From an optimization exercise on the open Yosys and OpenROAD flow, aimed at small area; shortcuts taken in it are not production practice. Function was checked by simulation only, so behaviour that the tests miss may differ from the original. No activity file was given, so power comes from the tool's default toggle rates.

Design img_proc_top, start of the top module:
module img_proc_top(
    input           i_clk,
    input           someport, 
    input           i_data_valid,
    input [11:0]    pixel_in,
    output          o_data_valid,
    output [17:0]   o_waddr,
    output [11:0]   o_data,
    input [2:0]     filter_sel
);
For scale: ~2000 cells after synthesis, roughly 1200 flip-flops.
clock: 10.0 ns
lec_check: 0
cap_margin: 0
core_margin: 2
core_utilization: 45
cts_buf_list: sky130_fd_sc_hd__clkbuf_4
cts_cluster_diameter: 50
cts_cluster_size: 8
gpl_timing_driven: 0
slew_margin: 0
run.sh (not shown) runs the stock make flow with config.mk's settings and CLKGATE_MAP_FILE= SYNTH_SCRIPT=/design/flow/synth_recipe.tcl, a recipe that flattens the netlist after the stock synthesis.
Change:
CORE_UTILIZATION = 55   (was 45)
The new run completed with no timing, DRC or antenna violations.
Clock-buffer cell count falls by 2.
Core utilization rises by 11 points.
Die area falls by 18%.
Final cell count falls by 6.2%.
Maximum frequency hardly moves.
Wire length rises by 1.0%.
Synthesized cell count stays the same.
Cell area falls by 0.37%.
Total power rises by 0.43%.
Worst setup slack gets worse by 8.2 ps.
Change:
CAP_MARGIN = 20   (was 0)
CORE_UTILIZATION = 45   (was 55)
CTS_BUF_LIST = sky130_fd_sc_hd__clkbuf_8   (was sky130_fd_sc_hd__clkbuf_4)
CTS_CLUSTER_DIAMETER = 55   (was 50)
CTS_CLUSTER_SIZE = 17   (was 8)
SLEW_MARGIN = 20   (was 0)
After rerunning: Synthesized area stays the same; worst setup slack degrades by 82 ps; sequential share of layout area goes down by 1.0 points.
Change:
CAP_MARGIN = 0   (was 20)
SLEW_MARGIN = 0   (was 20)
Register-to-register slack gains 70 ps.
Routed wire length hardly moves.
Via count drops by 0.74%.
Global-route usage is about the same.
Total power goes down by 1.4%.
Sequential cell count stays the same.

========
Another version of the RTL of img_proc_top (not shown whole).
For scale: about 2400 cells after synthesis, roughly 1200 flip-flops, ~49 I/O pins, ~45000 um^2 of cells after synthesis.
==> flow/design.v (excerpt) <==
module img_proc_top(
    input           i_clk,
    input           someport, 
    input           i_data_valid,
    input [11:0]    pixel_in,
    output          o_data_valid,
    output [17:0]   o_waddr,
    output [11:0]   o_data,
    input [2:0]     filter_sel
);
    wire rst   = someport;
    wire mode2 = (filter_sel == 3'd2);
    wire mode3 = (filter_sel == 3'd3);
    wire [3:0] r_in = pixel_in[11:8];
    wire [3:0] g_in = pixel_in[7:4];
    wire [3:0] b_in = pixel_in[3:0];
    wire gy_0 = r_in[1] ^ r_in[0] ^ g_in[2];
    wire gy_1 = (r_in[1] & r_in[0]) | (r_in[1] & g_in[2]) | (r_in[0] & g_in[2]);
    wire gy_2 = r_in[2] ^ r_in[1] ^ g_in[3];
    wire gy_3 = (r_in[2] & r_in[1]) | (r_in[2] & g_in[3]) | (r_in[1] & g_in[3]);
    wire gy_4 = g_in[2] ^ g_in[0] ^ b_in[2];
    wire gy_5 = (g_in[2] & g_in[0]) | (g_in[2] & b_in[2]) | (g_in[0] & b_in[2]);
    wire gy_6 = r_in[3] ^ r_in[2] ^ g_in[3];
    wire gy_7 = (r_in[3] & r_in[2]) | (r_in[3] & g_in[3]) | (r_in[2] & g_in[3]);
    wire gy_8 = g_in[1] ^ b_in[3] ^ b_in[2];
    wire gy_9 = (g_in[1] & b_in[3]) | (g_in[1] & b_in[2]) | (b_in[3] & b_in[2]);
    wire gy_10 = r_in[3] ^ r_in[0] ^ g_in[2];
    wire gy_11 = (r_in[3] & r_in[0]) | (r_in[3] & g_in[2]) | (r_in[0] & g_in[2]);
    wire gy_12 = r_in[3] ^ r_in[1] ^ g_in[2];
    wire gy_13 = (r_in[3] & r_in[1]) | (r_in[3] & g_in[2]) | (r_in[1] & g_in[2]);
    wire gy_14 = r_in[2] ^ g_in[3] ^ g_in[0];
    wire gy_15 = (r_in[2] & g_in[3]) | (r_in[2] & g_in[0]) | (g_in[3] & g_in[0]);
    wire gy_16 = r_in[3] ^ r_in[0] ^ g_in[1];
  ...
clock: 10.0 ns
lec_check: 0
cap_margin: 20
core_margin: 2
core_utilization: 55
cts_buf_list: sky130_fd_sc_hd__clkbuf_8
cts_cluster_diameter: 40
cts_cluster_size: 18
gpl_timing_driven: 0
slew_margin: 20
Then changed:
- CORE_UTILIZATION: 55 -> 45
- CTS_CLUSTER_DIAMETER: 40 -> 50
- CTS_CLUSTER_SIZE: 18 -> 16
=> Synthesized area does not change. Total power came out lower by 8.5%. Sequential share of layout area came out higher by 1.1 points. Design area came out lower by 1.5%. Non-clock buffer count came out higher by 2. Routed wire length came out lower by 0.39%. Flip-flop and latch count does not change. Synthesized cell count does not change. Final cell count came out higher by 4.1%. Clock power came out lower by 24%. Via count came out lower by 2.2%.
Then changed:
- CORE_UTILIZATION: 45 -> 55
- CTS_CLUSTER_DIAMETER: 50 -> 45
- CTS_CLUSTER_SIZE: 16 -> 18
After rerunning: Critical path depth is unchanged. Power rose by 6.0%. Global-route usage increases by 4.0 points. Routed wire length hardly moves. Synthesized cell count is unchanged. Non-clock buffer count goes down by 2. Area after synthesis stays the same.
Then changed:
- CORE_UTILIZATION: 55 -> 45
- CTS_CLUSTER_DIAMETER: 45 -> 55
- CTS_CLUSTER_SIZE: 18 -> 17
The changed run finished clean; global-route usage is lower by 4.0 points; routed wire length is about the same; cell area is lower by 1.1%; clock-buffer cell count is lower by 16; die area is higher by 22%; worst setup slack is worse by 0.057 ns; area after synthesis does not change; critical path depth stays the same; non-clock buffer count is higher by 1.
Then changed:
- CTS_CLUSTER_DIAMETER: 55 -> not set
- CTS_CLUSTER_SIZE: 17 -> not set
=>
- The new run completed with no timing, DRC or antenna violations
- power came out higher by 13%
- cell area came out higher by 3.5%
- non-clock buffer count came out higher by 1
- utilization came out higher by 1.7 points
- worst setup slack loses 0.096 ns
- sequential cell count does not change
- synthesized cell count does not change
- clock-buffer cell count came out higher by 99
- clock power came out higher by 44%

========
## before
Starting RTL as in the previous note.
clock: 10.0 ns
lec_check: 0
cap_margin: 20
core_margin: 2
core_utilization: 45
cts_buf_list: sky130_fd_sc_hd__clkbuf_8
cts_cluster_diameter: 40
cts_cluster_size: 20
gpl_timing_driven: 0
slew_margin: 20
before ended with every stage complete and zero timing, DRC or antenna violations.
diff inputs: before => after
- CTS_BUF_LIST changed from sky130_fd_sc_hd__clkbuf_8 to sky130_fd_sc_hd__clkbuf_16
- CTS_CLUSTER_SIZE changed from 20 to 30
- CTS_CLUSTER_DIAMETER changed from 40 to 60
### Flow results
after reports a higher portion of total power attributed to sequential cells than before does. Relative to before, relative area change from synthesis to final layout has decreased by 0.32 points in after. [compare] base=before new=after: post-layout worst setup margin barely changed, number of clock buffer instances in the layout dropped 59.

[port drivers added, routing unchanged]
In the flow no input, the clock included, has a driving cell. The finished layouts below were timed again as built, in two steps. Step 1: set_driving_cell puts a clkbuf_16 on i_clk and a buf_2 on each other input, an assumption about the parent block. Step 2 adds t to the input delays and takes it off the output delays; t is the mean of the earliest and latest rising clock arrival at the registers after step 1. Input paths then give back, and output paths get back, about the clock's delay inside the block. a / b / c = no drivers / after step 1 / after step 2; a / b = the first two.
run | shift t [ns] | setup WS [ns] | worst slew at a driven data input, ns
the first run of note 1 | 1.076 | 3.071 / 3.071 / 3.071 | 0.04
the second run of note 1 | 1.067 | 3.062 / 3.062 / 3.062 | 0.07
the third run of note 1 | 0.798 | 2.981 / 2.981 / 2.981 | 0.04
the fourth run of note 1 | 0.782 | 3.051 / 3.051 / 3.051 | 0.04
the first run of note 2 | 0.831 | 2.781 / 2.781 / 2.781 | 0.03
the second run of note 2 | 0.815 | 2.614 / 2.614 / 2.614 | 0.09
the third run of note 2 | 0.796 | 2.647 / 2.647 / 2.647 | 0.03
the fourth run of note 2 | 0.826 | 2.591 / 2.591 / 2.591 | 0.10
the fifth run of note 2 | 0.912 | 2.495 / 2.495 / 2.495 | 0.10
before | 0.863 | 2.611 / 2.611 / 2.611 | 0.09
after | 0.718 | 2.610 / 2.610 / 2.610 | 0.10
After both steps setup and hold are still met in every run listed.
